This design comes from an exercise in tuning for small area on the open sky130 flow, not from production work. Where RTL was checked, it was by simulation tests only, not by an equivalence proof against the original. The clock port is modelled as an ideal driver; clocking choices that lean on that would not hold on a real chip. Power and IR drop assume default switching activity.

Design top, start of the top module:
module top(
    input  logic        clk,
    input  logic        SW,          
    input  logic [63:0] pattern,     
    output logic        _48b         
);
Size: ~390 cells after synthesis, about 170 flip-flops, roughly 4900 um2 of cells after synthesis.
export LEC_CHECK = 0
export CAP_MARGIN = 20
export CORE_MARGIN = 2
export CORE_UTILIZATION = 40
export SLEW_MARGIN = 20
create_clock -name core_clock -period 10.0 [get_ports {clk}]
standard.sh (not shown) runs the stock make flow with config.mk's settings and CLKGATE_MAP_FILE= SYNTH_SCRIPT=/design/flow/synth_recipe.tcl, a recipe that flattens the netlist after the stock synthesis.
==> flow/flow/run.sh <==
#!/bin/bash
# Standard layout, with the port buffers made of the smallest buffer cell,
# a clock tree of small buffers without dummy loads, and the clock buffers
# that drive slow edges upsized after clock tree synthesis.
set -euo pipefail
here=$(pwd)
export BUFFER_PORTS_ARGS="-buffer_cell sky130_fd_sc_hd__buf_1"
export CTS_ARGS="-sink_clustering_enable -repair_clock_nets -dont_use_dummy_load -buf_list sky130_fd_sc_hd__clkbuf_4"
export POST_CTS_TCL="$here/flow/post_cts.tcl"
bash standard.sh > standard.log 2>&1
==> flow/flow/post_cts.tcl <==
# After clock tree synthesis: trade the ample setup slack for smaller cells,
# then upsize the clock buffers whose flip-flop loads would see a slow edge.
estimate_parasitics -placement
repair_timing -recover_power 100 -setup_margin 1.0
set upsized 0
foreach inst [get_cells clkbuf*] {
  if { [get_property $inst ref_name] != "sky130_fd_sc_hd__clkbuf_4" } { continue }
  set net [get_nets -of_objects [get_pins [get_full_name $inst]/X]]
  set worst 0
  foreach p [get_pins -of_objects $net -filter "direction == input"] {
    foreach prop {slew_max_rise slew_max_fall} {
      set s [get_property $p $prop]
      if { $s > $worst } { set worst $s }
    }
  }
  if { $worst > 0.122 } {
    puts "post_cts: upsizing [get_full_name $inst] (worst load slew $worst ns)"
    replace_cell $inst sky130_fd_sc_hd__clkbuf_8
    incr upsized
  }
}
detailed_placement
check_placement -verbose
estimate_parasitics -placement
The first run finished with timing, DRC and antenna clean.
Edit:
--- a/flow/flow/post_cts.tcl
+++ b/flow/flow/post_cts.tcl
@@ -3,2 +3,3 @@
 estimate_parasitics -placement
+repair_design -buffer_gain 4.0
 repair_timing -recover_power 100 -setup_margin 1.0
What happened: The new run never finished: it broke off in clock tree synthesis with EST-0104. Area after synthesis stays the same. Synthesized cell count is unchanged.
Edit:
==> flow/flow/run.sh (replaced) <==
#!/bin/bash
# Standard synthesis, then the standard layout with: port buffers made of the
# smallest buffer cell, no very large buffers for repairs, a clock tree of
# small buffers without dummy loads, and, after clock tree synthesis, spare
# setup slack traded for smaller cells and the clock buffers that drive slow
# edges upsized (flow/post_cts.tcl).
set -euo pipefail
here=$(pwd)
bash standard.sh synth > synth.log 2>&1
export DONT_USE_CELLS="sky130_fd_sc_hd__buf_8 sky130_fd_sc_hd__buf_12 sky130_fd_sc_hd__buf_16 sky130_fd_sc_hd__bufinv_8 sky130_fd_sc_hd__bufinv_16"
export BUFFER_PORTS_ARGS="-buffer_cell sky130_fd_sc_hd__buf_1"
export CTS_ARGS="-sink_clustering_enable -repair_clock_nets -dont_use_dummy_load -buf_list sky130_fd_sc_hd__clkbuf_4"
export POST_CTS_TCL="$here/flow/post_cts.tcl"
export PRE_GLOBAL_ROUTE_TCL="$here/flow/pre_grt.tcl"
bash standard.sh > standard.log 2>&1
--- a/flow/flow/post_cts.tcl
+++ b/flow/flow/post_cts.tcl
@@ -3,3 +3,2 @@
 estimate_parasitics -placement
-repair_design -buffer_gain 4.0
 repair_timing -recover_power 100 -setup_margin 1.0
==> flow/flow/pre_grt.tcl (new file) <==
# Keep the repairs after global routing from using the largest buffers.
set_dont_use {sky130_fd_sc_hd__buf_8 sky130_fd_sc_hd__buf_12 sky130_fd_sc_hd__buf_16 sky130_fd_sc_hd__bufinv_8 sky130_fd_sc_hd__bufinv_16}
Outcome: With this change the flow completed without violations; area after synthesis stays the same; synthesized cell count stays the same.
Edit:
==> flow/flow/pre_grt.tcl (replaced) <==
# Keep the repairs after global routing from using the largest buffers.
set_dont_use {sky130_fd_sc_hd__buf_6 sky130_fd_sc_hd__buf_8 sky130_fd_sc_hd__buf_12 sky130_fd_sc_hd__buf_16 sky130_fd_sc_hd__bufinv_8 sky130_fd_sc_hd__bufinv_16 sky130_fd_sc_hd__clkbuf_8 sky130_fd_sc_hd__clkbuf_16}
The changed run went through all stages and came out clean.
Setup slack got worse by 63 ps.
Combinational power stays flat.
Via count is higher by 0.57%.
Cell count does not change.
Die area is unchanged.
Sequential share of layout area is lower by 0.17 points.
Edit:
--- a/flow/flow/run.sh
+++ b/flow/flow/run.sh
@@ -13,3 +13,2 @@
 export POST_CTS_TCL="$here/flow/post_cts.tcl"
-export PRE_GLOBAL_ROUTE_TCL="$here/flow/pre_grt.tcl"
 bash standard.sh > standard.log 2>&1
removed: flow/flow/pre_grt.tcl
The new run finished with timing, DRC and antenna clean.
Sequential share of layout area climbs by 0.20 points.
Clock skew hardly moves.
Core utilization goes down by 0.15 points.
Power stays flat.
Final cell count does not change.
Hold slack stays flat.
Flip-flop and latch count does not change.

* * *

top, a different RTL version from the one above (not shown whole).
For scale: ~170 flip-flops.
## top
module top(
    input  logic        clk,
    input  logic        SW,          
    input  logic [63:0] pattern,     
    output logic        _48b         
);
clock: 10.0 ns
lec_check: 0
cap_margin: 20
core_margin: 2
core_utilization: 40
slew_margin: 20
==> flow/flow/run.sh <==
#!/bin/bash
# Standard layout, with the port buffers made of the smallest buffer cell,
# a clock tree of small buffers without dummy loads, and the clock buffers
# that drive slow edges upsized after clock tree synthesis.
set -euo pipefail
here=$(pwd)
export BUFFER_PORTS_ARGS="-buffer_cell sky130_fd_sc_hd__buf_1"
export CTS_ARGS="-sink_clustering_enable -repair_clock_nets -dont_use_dummy_load -buf_list sky130_fd_sc_hd__clkbuf_4"
export POST_CTS_TCL="$here/flow/post_cts.tcl"
bash standard.sh > standard.log 2>&1
==> flow/flow/post_cts.tcl <==
# Upsize the clock buffers whose flip-flop loads would see a slow clock edge.
estimate_parasitics -placement
set upsized 0
foreach inst [get_cells clkbuf*] {
  if { [get_property $inst ref_name] != "sky130_fd_sc_hd__clkbuf_4" } { continue }
  set net [get_nets -of_objects [get_pins [get_full_name $inst]/X]]
  set worst 0
  foreach p [get_pins -of_objects $net -filter "direction == input"] {
    foreach prop {slew_max_rise slew_max_fall} {
      set s [get_property $p $prop]
      if { $s > $worst } { set worst $s }
    }
  }
  if { $worst > 0.112 } {
    puts "post_cts: upsizing [get_full_name $inst] (worst load slew $worst ns)"
    replace_cell $inst sky130_fd_sc_hd__clkbuf_8
    incr upsized
  }
}
if { $upsized > 0 } {
  detailed_placement
  check_placement -verbose
  estimate_parasitics -placement
}
Rerun with:
==> flow/run.sh (new file) <==
#!/bin/bash
# synth_recipe.tcl (not shown) runs the flow's synth.tcl, then flattens the netlist and writes it again
# the make line also repeats each setting of config.mk as NAME=value (left out here)
make -C /OpenROAD-flow-scripts/flow DESIGN_CONFIG=/design/flow/config.mk WORK_HOME=/design/flow/orfs CLKGATE_MAP_FILE= SYNTH_SCRIPT=/design/flow/synth_recipe.tcl finish
- CTS_BUF_LIST: default -> sky130_fd_sc_hd__clkbuf_8
removed: flow/flow/run.sh
removed: flow/flow/post_cts.tcl
removed: flow/standard.sh
Effect:
- The changed run passed the timing, DRC and antenna checks
- routed wire length went up by a few percent
- total power grows by roughly a tenth
- via count is about the same
- global-route usage grows by 0.30 points
- core utilization rises by 4.8 points
- register-to-register slack gains 0.02 ns
- synthesized area does not change
Rerun with:
==> flow/flow/run.sh (new file) <==
#!/bin/bash
# Standard layout, with the port buffers made of the smallest buffer cell
# and a clock tree without dummy loads.
set -euo pipefail
export BUFFER_PORTS_ARGS="-buffer_cell sky130_fd_sc_hd__buf_1"
export CTS_ARGS="-sink_clustering_enable -repair_clock_nets -dont_use_dummy_load -buf_list sky130_fd_sc_hd__clkbuf_8"
bash standard.sh > standard.log 2>&1
==> flow/standard.sh (new file) <==
#!/bin/bash
# synth_recipe.tcl (not shown) runs the flow's synth.tcl, then flattens the netlist and writes it again
# the make line also repeats each setting of config.mk as NAME=value (left out here)
make -C /OpenROAD-flow-scripts/flow DESIGN_CONFIG=/design/flow/config.mk WORK_HOME=/design/flow/orfs CLKGATE_MAP_FILE= SYNTH_SCRIPT=/design/flow/synth_recipe.tcl "${@:-finish}"
- CTS_BUF_LIST: sky130_fd_sc_hd__clkbuf_8 -> default
removed: flow/run.sh
After rerunning:
- global-route usage goes down by 0.29 points
- final area is lower by about 9%
- routed wire length went down by 2.3%
- total power is lower by 7.7%
- setup slack is worse by 0.012 ns
- hold slack gets worse by 0.017 ns
- critical path depth stays the same
- register-to-register slack stays flat
- sequential share of layout area is higher by 5.1 points
- maximum frequency stays flat
Rerun with:
==> flow/flow/run.sh (replaced) <==
#!/bin/bash
# Standard layout, with the port buffers made of the smallest buffer cell.
set -euo pipefail
export BUFFER_PORTS_ARGS="-buffer_cell sky130_fd_sc_hd__buf_1"
bash standard.sh > standard.log 2>&1
- CTS_BUF_LIST: default -> sky130_fd_sc_hd__clkbuf_8
=> Routed wire length increases by 0.91%; via count is about the same; global-route usage climbs by 0.11 points; area after synthesis stays the same; clock skew falls by 0.019 ns; combinational power stays flat; count of clock-buffer cells in the layout went up by 3.
Rerun with:
==> flow/flow/run.sh (replaced) <==
#!/bin/bash
# Standard layout, with the port buffers made of the smallest buffer cell
# and a clock tree without dummy loads.
set -euo pipefail
export BUFFER_PORTS_ARGS="-buffer_cell sky130_fd_sc_hd__buf_1"
export CTS_ARGS="-sink_clustering_enable -repair_clock_nets -dont_use_dummy_load -buf_list {sky130_fd_sc_hd__clkbuf_4 sky130_fd_sc_hd__clkbuf_8}"

bash standard.sh > standard.log 2>&1
- CTS_BUF_LIST: sky130_fd_sc_hd__clkbuf_8 -> default
After rerunning: Setup slack improves by 0.0063 ns; cell count falls by 2.1%; power falls by 9.0%; wire length falls by 0.90%.
No functional check of the RTL was part of any run of this note.

* * *

== try-pepper ==
Another version of the RTL of top (not shown whole).
For scale: ~170 flip-flops.
clock: 10.0 ns
lec_check: 0
cap_margin: 20
core_margin: 2
core_utilization: 40
slew_margin: 20
==> flow/flow/run.sh <==
#!/bin/bash
# The standard layout (standard.sh) with these changes:
# - synthesis maps the logic with an area-oriented ABC script
#   (flow/abc_area.script in place of ORFS's abc_speed.script), with no
#   separate adder mapping (ADDER_MAP_FILE empty);
# - port buffers are the smallest buffer cell;
# - the clock tree uses small buffers and no dummy loads;
# - after clock tree synthesis, spare setup slack is traded for smaller
#   cells and clock buffers that drive slow edges are upsized
#   (flow/post_cts.tcl);
# - after global routing, large repair buffers are downsized where no slew
#   or capacitance limit is then violated (flow/post_grt.tcl).
set -euo pipefail
here=$(pwd)
rm -rf "$here/scripts_area"
cp -r "$FLOW_HOME/scripts" "$here/scripts_area"
cp "$here/flow/abc_area.script" "$here/scripts_area/abc_speed.script"
ADDER_MAP_FILE= SCRIPTS_DIR="$here/scripts_area" bash standard.sh synth > synth.log 2>&1
export BUFFER_PORTS_ARGS="-buffer_cell sky130_fd_sc_hd__buf_1"
export CTS_ARGS="-sink_clustering_enable -repair_clock_nets -dont_use_dummy_load -buf_list sky130_fd_sc_hd__clkbuf_4"
export POST_CTS_TCL="$here/flow/post_cts.tcl"
export POST_GLOBAL_ROUTE_TCL="$here/flow/post_grt.tcl"
bash standard.sh > standard.log 2>&1
==> flow/flow/post_cts.tcl <==
# After clock tree synthesis: trade the ample setup slack for smaller cells,
# then upsize the clock buffers whose flip-flop loads would see a slow edge.
estimate_parasitics -placement
repair_timing -recover_power 100 -setup_margin 1.0
set upsized 0
# A stronger root buffer sharpens the edges at every leaf buffer.
foreach inst [get_cells clkbuf_0_*] {
  if { [get_property $inst ref_name] == "sky130_fd_sc_hd__clkbuf_4" } {
    replace_cell $inst sky130_fd_sc_hd__clkbuf_8
    incr upsized
  }
}
estimate_parasitics -placement
foreach inst [get_cells clkbuf*] {
  if { [get_property $inst ref_name] != "sky130_fd_sc_hd__clkbuf_4" } { continue }
  set net [get_nets -of_objects [get_pins [get_full_name $inst]/X]]
  set worst 0
  foreach p [get_pins -of_objects $net -filter "direction == input"] {
    foreach prop {slew_max_rise slew_max_fall} {
      set s [get_property $p $prop]
      if { $s > $worst } { set worst $s }
    }
  }
  if { $worst > 0.127 } {
    puts "post_cts: upsizing [get_full_name $inst] (worst load slew $worst ns)"
    replace_cell $inst sky130_fd_sc_hd__clkbuf_8
    incr upsized
  }
}
detailed_placement
check_placement -verbose
estimate_parasitics -placement
Other scripts of this flow, unchanged in this note and not shown: flow/flow/abc_area.script, flow/flow/post_grt.tcl
try-pepper: flow completed, timing, DRC and antenna clean
## Diff of input files: try-juniper against try-pepper
-- flow/flow/post_cts.tcl --
<<< try-pepper, line 4
repair_timing -recover_power 100 -setup_margin 1.0
set upsized 0
# A stronger root buffer sharpens the edges at every leaf buffer.
foreach inst [get_cells clkbuf_0_*] {
  if { [get_property $inst ref_name] == "sky130_fd_sc_hd__clkbuf_4" } {
    replace_cell $inst sky130_fd_sc_hd__clkbuf_8
    incr upsized
  }
}
estimate_parasitics -placement
foreach inst [get_cells clkbuf*] {
  if { [get_property $inst ref_name] != "sky130_fd_sc_hd__clkbuf_4" } { continue }
>>> try-juniper, line 4
repair_timing -recover_power 100 -setup_margin 1.0
set upsized 0
foreach inst [get_cells clkbuf*] {
  if { [get_property $inst ref_name] != "sky130_fd_sc_hd__clkbuf_4" } { continue }
-- flow/config.mk --
<<< try-pepper, line 8
export CAP_MARGIN = 20
export CORE_MARGIN = 2
export CORE_UTILIZATION = 40
export SLEW_MARGIN = 20
>>> try-juniper, line 8
export CAP_MARGIN = 20
export CORE_MARGIN = 2
export CORE_UTILIZATION = 55
export SLEW_MARGIN = 20
## What came out
Between try-pepper and try-juniper, the share of power burned in combinational logic does not differ in any meaningful way.
Non-clock inverter instance count of the final layout: try-pepper vs try-juniper identical
try-juniper against try-pepper; clock network power consumption is down by a few percent.
In the flow results for try-pepper and try-juniper, the cell area after layout is larger on try-pepper.
#### Input delta (try-umber over try-juniper)
-- flow/config.mk --
<<< try-juniper, line 8
export CAP_MARGIN = 20
export CORE_MARGIN = 2
export CORE_UTILIZATION = 55
export SLEW_MARGIN = 20
>>> try-umber, line 8
export CAP_MARGIN = 20
export CORE_MARGIN = 2
export CORE_UTILIZATION = 88
export SLEW_MARGIN = 20
### Flow results
Of try-umber and try-juniper, only try-umber fails to finish with a clean layout. Proportion of synthesized area in mux cells: try-juniper vs try-umber — no meaningful difference. try-umber — initial cell density of the core 34 points higher, try-juniper as reference. Looking at row count, try-umber sits below try-juniper. Changes observed in try-umber relative to try-juniper: vertical die dimension now sits lower; pre-CTS setup slack now sits lower; die width now sits lower.

* * *

top, a different RTL version from the one above (not shown whole).
Size: roughly 360 cells after synthesis.
export LEC_CHECK = 0
export CAP_MARGIN = 20
export CORE_MARGIN = 2
export CORE_UTILIZATION = 40
export SLEW_MARGIN = 20
create_clock -name core_clock -period 10.0 [get_ports {clk}]
==> flow/flow/run.sh <==
#!/bin/bash
# The standard layout (standard.sh) with these changes:
# - synthesis maps the logic with an area-oriented ABC script
#   (flow/abc_area.script in place of ORFS's abc_speed.script);
# - port buffers are the smallest buffer cell;
# - the clock tree uses small buffers and no dummy loads;
# - after clock tree synthesis, spare setup slack is traded for smaller
#   cells and clock buffers that drive slow edges are upsized
#   (flow/post_cts.tcl);
# - after global routing, large repair buffers are downsized where no slew
#   or capacitance limit is then violated (flow/post_grt.tcl).
set -euo pipefail
here=$(pwd)
rm -rf "$here/scripts_area"
cp -r "$FLOW_HOME/scripts" "$here/scripts_area"
cp "$here/flow/abc_area.script" "$here/scripts_area/abc_speed.script"
SCRIPTS_DIR="$here/scripts_area" bash standard.sh synth > synth.log 2>&1
export BUFFER_PORTS_ARGS="-buffer_cell sky130_fd_sc_hd__buf_1"
export CTS_ARGS="-sink_clustering_enable -repair_clock_nets -dont_use_dummy_load -buf_list sky130_fd_sc_hd__clkbuf_4"
export POST_CTS_TCL="$here/flow/post_cts.tcl"
export POST_GLOBAL_ROUTE_TCL="$here/flow/post_grt.tcl"
bash standard.sh > standard.log 2>&1
==> flow/flow/abc_area.script <==
&get -n
&st
&dch
&nf -R 1000
&put
==> flow/flow/post_cts.tcl <==
# After clock tree synthesis: trade the ample setup slack for smaller cells,
# then upsize the clock buffers whose flip-flop loads would see a slow edge.
estimate_parasitics -placement
repair_timing -recover_power 100 -setup_margin 1.0
set upsized 0
foreach inst [get_cells clkbuf*] {
  if { [get_property $inst ref_name] != "sky130_fd_sc_hd__clkbuf_4" } { continue }
  set net [get_nets -of_objects [get_pins [get_full_name $inst]/X]]
  set worst 0
  foreach p [get_pins -of_objects $net -filter "direction == input"] {
    foreach prop {slew_max_rise slew_max_fall} {
      set s [get_property $p $prop]
      if { $s > $worst } { set worst $s }
    }
  }
  if { $worst > 0.127 } {
    puts "post_cts: upsizing [get_full_name $inst] (worst load slew $worst ns)"
    replace_cell $inst sky130_fd_sc_hd__clkbuf_8
    incr upsized
  }
}
detailed_placement
check_placement -verbose
estimate_parasitics -placement
Other scripts of this flow, unchanged in this note and not shown: flow/flow/post_grt.tcl
The first run produced a clean layout.
Rerun with:
==> flow/flow/run.sh (replaced) <==
#!/bin/bash
# Standard layout, with the port buffers made of the smallest buffer cell,
# a clock tree of small buffers without dummy loads, and the clock buffers
# that drive slow edges upsized after clock tree synthesis.
set -euo pipefail
here=$(pwd)
export BUFFER_PORTS_ARGS="-buffer_cell sky130_fd_sc_hd__buf_1"
export CTS_ARGS="-sink_clustering_enable -repair_clock_nets -dont_use_dummy_load -buf_list sky130_fd_sc_hd__clkbuf_4"
export POST_CTS_TCL="$here/flow/post_cts.tcl"
export POST_GLOBAL_ROUTE_TCL="$here/flow/post_grt.tcl"
bash standard.sh > standard.log 2>&1
--- a/flow/flow/post_cts.tcl
+++ b/flow/flow/post_cts.tcl
@@ -15,3 +15,3 @@
   }
-  if { $worst > 0.127 } {
+  if { $worst > 0.122 } {
     puts "post_cts: upsizing [get_full_name $inst] (worst load slew $worst ns)"
Settings changed: CORE_UTILIZATION 40 to 75.
removed: flow/flow/abc_area.script
Result:
- cell count drops by 9.5%
- combinational power goes up by about 7%
- total power decreases by 4.1%
- die area came out lower by 43%
- via count goes up by about 8%
- critical path depth decreases by 1
- sequential power goes down by 7.3%

port drivers added, routing unchanged:
How much do the figures lean on ideal ports? The routed layouts below were timed once more, with nothing changed but the port constraints.
Step 1: set_driving_cell puts a clkbuf_16 on clk and a buf_2 on each other input, an assumption about the parent block.
Step 2, shift: input delay + t, output delay - t, t = (earliest + latest rising clock arrival at the registers) / 2. This alone moves slack from input paths to output paths.
Three values: ideal ports, drivers, drivers and shift; two values: the first two.
run | t, ns | slack for setup (ns) | worst setup path at the end | clock arrival spread, ns | pins driven straight from the clock port
the first run of note 1 | 0.431 | 6.267 / 6.267 / 5.991 | input to register | 0.034 / 0.034 | 1
the third run of note 1 | 0.431 | 6.263 / 6.263 / 5.934 | input to register | 0.034 / 0.035 | 1
the fourth run of note 1 | 0.433 | 6.200 / 6.214 / 5.781 | input to register | 0.034 / 0.034 | 1
the fifth run of note 1 | 0.431 | 6.267 / 6.267 / 5.991 | input to register | 0.034 / 0.034 | 1
the first run of note 2 | 0.447 | 4.868 / 4.868 / 4.868 | register to register | 0.031 / 0.032 | 1
the second run of note 2 | 0.469 | 4.889 / 4.889 / 4.889 | register to register | 0.013 / 0.013 | 1
the third run of note 2 | 0.462 | 4.876 / 4.876 / 4.876 | register to register | 0.027 / 0.028 | 1
the fourth run of note 2 | 0.473 | 4.870 / 4.870 / 4.870 | register to register | 0.010 / 0.010 | 1
the fifth run of note 2 | 0.462 | 4.876 / 4.876 / 4.876 | register to register | 0.027 / 0.028 | 1
try-pepper | 0.428 | 6.576 / 6.585 / 6.156 | input to register | 0.037 / 0.037 | 1
try-juniper | 0.422 | 6.652 / 6.655 / 6.233 | input to register | 0.045 / 0.045 | 1
the first run of note 4 | 0.430 | 5.932 / 5.942 / 5.511 | input to register | 0.033 / 0.033 | 1
the second run of note 4 | 0.423 | 5.824 / 5.836 / 5.412 | input to register | 0.031 / 0.031 | 1
After both steps setup and hold are still met in every run listed. The setup slack of the first run of note 4, which loses most, moves by +0.010 ns with the drivers and by -0.421 ns with both steps.
